From an optimization exercise on the open Yosys and OpenROAD flow, aimed at small area; shortcuts taken in it are not production practice. Only simulation tests tie the RTL to the original design; equivalence was not proved. Power and IR drop assume default switching activity.

Design PROCESSOR, start of the top module:
module PROCESSOR(
    input clock,
    input reset,
    input [31:0] instruction,
    output [31:0] pc,
    output result_valid,
    output [31:0] result,
    output zero
);
==> module ALU, before the edit <==
module ALU(
    input [31:0] a,
    input [31:0] b_raw,      
    input pb,
    input sub,
    input [2:0] k,
    output [31:0] y,
    output zero
);
    wire en_sum  = (k == 3'd0);
    wire en_sl, en_sl_r;       
    C_ENSL esl0(.sub(sub), .k(k), .y(en_sl));
    C_ENSL esl1(.sub(sub), .k(k), .y(en_sl_r));
    wire en_sr   = ~sub & (k[2:1] == 2'b01);
    wire sra     = ~sub & (k == 3'd3);
    wire en_slt  = sub & (k == 3'd1);
    wire en_sltu = sub & (k == 3'd2);
    wire cP      = ~sub & ((k == 3'd4) | (k == 3'd5));   
    wire cG      = ~sub & ((k == 3'd5) | (k == 3'd6));   
    wire cPn = ~cP, cGn = ~cG;
    wire subx = sub ^ pb;
    wire [4:0] shamt [0:1];
    wire b31 = b_raw[31] ^ pb;
    wire [31:0] bx;
    wire [31:0] pp, gg;         
    wire [32:0] c;              
    wire [32:0] c0, c1;         
    wire [31:0] s, s0, s1;
    wire [3:1] ncb;             
    assign c[0] = sub;
    genvar i, j;
    generate
        for (i = 0; i < 32; i = i + 1) begin : ad
            C_XOR2 xb(.a(b_raw[i]), .b(subx), .y(bx[i]));
            if (i % 2 == 0) begin : ev
                C_HA h(.a(a[i]), .b(bx[i]), .s(pp[i]), .c(gg[i]));
            end else begin : od
                C_XNOR2 hp(.a(a[i]), .b(bx[i]), .y(pp[i]));
                C_NAND2 hg(.a(a[i]), .b(bx[i]), .y(gg[i]));
            end
            if (i < 8) begin : lo
                if (i % 2 == 0) begin : ev
                    C_A21OI cc(.a1(pp[i]), .a2(c[i]), .b1(gg[i]), .y(c[i+1]));
                end else begin : od
                    C_O21AI cc(.a1(pp[i]), .a2(c[i]), .b1(gg[i]), .y(c[i+1]));
                end
                C_XOR2 sx(.a(pp[i]), .b(c[i]), .y(s[i]));
                if (i == 7) begin : nx
                    C_O21A ns(.a1(pp[i]), .a2(c[i]), .b1(gg[i]), .y(ncb[1]));
                end
            end else if (i % 8 == 0) begin : bk
                C_INV  k0(.a(gg[i]), .y(c0[i+1]));
                C_NOR2 k1(.a(pp[i]), .b(gg[i]), .y(c1[i+1]));
                C_XOR2 sx(.a(pp[i]), .b(c[i]), .y(s[i]));
            end else begin : hi
                if (i % 2 == 0) begin : ev
                    C_A21OI k0(.a1(pp[i]), .a2(c0[i]), .b1(gg[i]), .y(c0[i+1]));
                    C_A21OI k1(.a1(pp[i]), .a2(c1[i]), .b1(gg[i]), .y(c1[i+1]));
                end else begin : od
                    C_O21AI k0(.a1(pp[i]), .a2(c0[i]), .b1(gg[i]), .y(c0[i+1]));
                    C_O21AI k1(.a1(pp[i]), .a2(c1[i]), .b1(gg[i]), .y(c1[i+1]));
                end
                C_XOR2 x0(.a(pp[i]), .b(c0[i]), .y(s0[i]));
                C_XOR2 x1(.a(pp[i]), .b(c1[i]), .y(s1[i]));
                C_AO22 sl(.a1(c[i - i % 8]), .a2(s1[i]), .b1(ncb[i/8]), .b2(s0[i]), .y(s[i]));
                if (i % 8 == 7) begin : co
                    C_AO22 cs(.a1(c[i-7]), .a2(c1[i+1]), .b1(ncb[i/8]), .b2(c0[i+1]), .y(c[i+1]));
                    if (i < 31) begin : nx
                        C_AOI22 ns(.a1(c[i-7]), .a2(c1[i+1]), .b1(ncb[i/8]), .b2(c0[i+1]), .y(ncb[i/8+1]));
                    end
                end
            end
        end
    endgenerate
    wire cout = c[32];
    wire lt = en_slt ? ((a[31] ^ b31) ? a[31] : s[31]) : ~cout;
    generate
        for (i = 0; i < 2; i = i + 1) begin : sa
            for (j = 0; j < 5; j = j + 1) begin : sb
                C_XOR2 x(.a(b_raw[j]), .b(pb), .y(shamt[i][j]));
            end
        end
    endgenerate
    wire fill = sra & a[31];
    wire [31:0] r0, r1, r2, r3, r4, r5;
    generate
        for (i = 0; i < 32; i = i + 1) begin : sh
            C_MUX2I m0(.a0(a[i]), .a1(a[31-i]), .s(en_sl), .y(r0[i]));     
            C_MUX2I m1(.a0(r0[i]), .a1(i + 1  < 32 ? r0[i+1]  : ~fill), .s(shamt[i / 16][0]), .y(r1[i]));  
            C_MUX2I m2(.a0(r1[i]), .a1(i + 2  < 32 ? r1[i+2]  :  fill), .s(shamt[i / 16][1]), .y(r2[i]));  
            C_MUX2I m3(.a0(r2[i]), .a1(i + 4  < 32 ? r2[i+4]  : ~fill), .s(shamt[i / 16][2]), .y(r3[i]));  
            C_MUX2I m4(.a0(r3[i]), .a1(i + 8  < 32 ? r3[i+8]  :  fill), .s(shamt[i / 16][3]), .y(r4[i]));  
            C_MUX2I m5(.a0(r4[i]), .a1(i + 16 < 32 ? r4[i+16] : ~fill), .s(shamt[i / 16][4]), .y(r5[i]));  
        end
    endgenerate
    wire [31:0] z, w;
    generate
        for (i = 0; i < 32; i = i + 1) begin : rs
            C_A222OI t(.a1(en_sum), .a2(s[i]), .b1(en_sr), .b2(r5[i]), .c1(en_sl_r), .c2(r5[31-i]), .y(z[i]));
            if (i == 0) begin : b0
                assign y[0] = ~z[0] | (cP & pp[0]) | (cG & gg[0]) | ((en_slt | en_sltu) & lt);
            end else if (i % 2 == 0) begin : ev
                C_A22OI l(.a1(cP), .a2(pp[i]), .b1(cG), .b2(gg[i]), .y(w[i]));    
                C_NAND2 o(.a(z[i]), .b(w[i]), .y(y[i]));
            end else begin : od
                C_O22AI l(.a1(cPn), .a2(pp[i]), .b1(cGn), .b2(gg[i]), .y(w[i]));  
                C_NAND2B o(.an(w[i]), .b(z[i]), .y(y[i]));
            end
        end
    endgenerate
    assign w[0] = 1'b0;
    assign zero = ~|y;
endmodule
clock: 12.0 ns
lec_check: 0
cap_margin: 20
core_margin: 2
core_utilization: 45
gpl_timing_driven: 0
slew_margin: 20
synth_hierarchical: 1
synth_minimum_keep_size: 0
standard.sh (not shown) runs the stock make flow with config.mk's settings and CLKGATE_MAP_FILE= SYNTH_SCRIPT=/design/flow/synth_recipe.tcl, a recipe that flattens the netlist after the stock synthesis.
==> flow/flow/run.sh <==
#!/bin/bash
# The standard layout (standard.sh), with these changes:
#  - after the standard synthesis, every combinational cell is given its
#    smallest-area drive strength (downsize.py); the later repair steps size up
#    what timing, slew and load need;
#  - ports are buffered with buf_1 cells;
#  - the clock tree uses a clkbuf_16 root and clkbuf_4 cells, clusters of up
#    to 8 flip-flops, and no dummy loads.
set -euo pipefail
here=$(pwd)
export BUFFER_PORTS_ARGS="-buffer_cell sky130_fd_sc_hd__buf_1"
export CTS_ARGS="-sink_clustering_enable -repair_clock_nets -dont_use_dummy_load -buf_list sky130_fd_sc_hd__clkbuf_4 -root_buf sky130_fd_sc_hd__clkbuf_16 -sink_clustering_size 8 -sink_clustering_max_diameter 40"
bash standard.sh synth > "$here/synth.log" 2>&1
results="$here/orfs/results/$FLOW_PLATFORM/PROCESSOR/base"
lib="$FLOW_HOME/platforms/$FLOW_PLATFORM/lib/sky130_fd_sc_hd__tt_025C_1v80.lib"
python3 "$here/flow/downsize.py" "$lib" "$results/1_2_yosys.v" > "$here/downsize.log" 2>&1
touch "$results/1_2_yosys.v"
bash standard.sh > "$here/layout.log" 2>&1
Other scripts of this flow, unchanged in this note and not shown: flow/flow/downsize.py
Next try:
--- a/flow/design.v
+++ b/flow/design.v
@@ -199,6 +199,8 @@
 module C_O21A(input a1, input a2, input b1, output y); assign y = (a1 | a2) & b1; endmodule
 module C_AOI22(input a1, input a2, input b1, input b2, output y); assign y = ~((a1 & a2) | (b1 & b2)); endmodule
 module C_ENSL(input sub, input [2:0] k, output y); assign y = ~sub & (k == 3'd1); endmodule
+module C_NOR4(input a, input b, input c, input d, output y); assign y = ~(a | b | c | d); endmodule
+module C_AND3(input a, input b, input c, output y); assign y = a & b & c; endmodule
 module C_MUX2I(input a0, input a1, input s, output y); assign y = ~(s ? a1 : a0); endmodule
 module ALU(
     input [31:0] a,
@@ -311,7 +313,12 @@
         end
     endgenerate
     assign w[0] = 1'b0;
-    assign zero = ~|y;
+    wire nz_mid = |y[23:1];
+    wire [2:0] z_hi;
+    C_NOR4 zh0(.a(y[24]), .b(y[25]), .c(y[26]), .d(y[27]), .y(z_hi[0]));
+    C_NOR4 zh1(.a(y[28]), .b(y[29]), .c(y[30]), .d(y[31]), .y(z_hi[1]));
+    C_NOR2 zh2(.a(y[0]), .b(nz_mid), .y(z_hi[2]));
+    C_AND3 zf(.a(z_hi[0]), .b(z_hi[1]), .c(z_hi[2]), .y(zero));
 endmodule
 module DATAPATH(
     input clock,
Non-clock buffer count goes down by 1.
Routed wire length climbs by about 1.1%.
Area after synthesis is about the same.
Clock-buffer cell count climbs by 3.
Worst setup slack gets better by 0.11 ns.
Fmax is higher by 0.96%.
Final area hardly moves.
Worst hold slack improves by 0.0035 ns.
Power stays flat.
Synthesized cell count barely changes.
Clock power is about the same.
Global-route usage grows by 0.72 points.
Flip-flop and latch count stays the same.
Combinational power barely changes.

[re-timing with driven ports]
No port has a modelled driver above. Below, the same layouts with a new extraction and two added sets of constraints. Step 1, drivers: a clkbuf_16 drives clock and a buf_2 each remaining input, both assumed. Step 2 also shifts input and output timing later by t, the mid clock arrival at the registers, as if the neighbouring blocks saw the same clock. Three values: no drivers, after step 1, after step 2; two values: the first two.
run	t (ns)	slack for setup (ns)	worst hold slack (ns)
the first run	0.852	0.202 / 0.128 / 0.979	0.453 / 0.453 / 0.453
the second run	0.845	0.314 / 0.235 / 1.080	0.457 / 0.457 / 0.457
After both steps setup and hold are still met in every run listed.
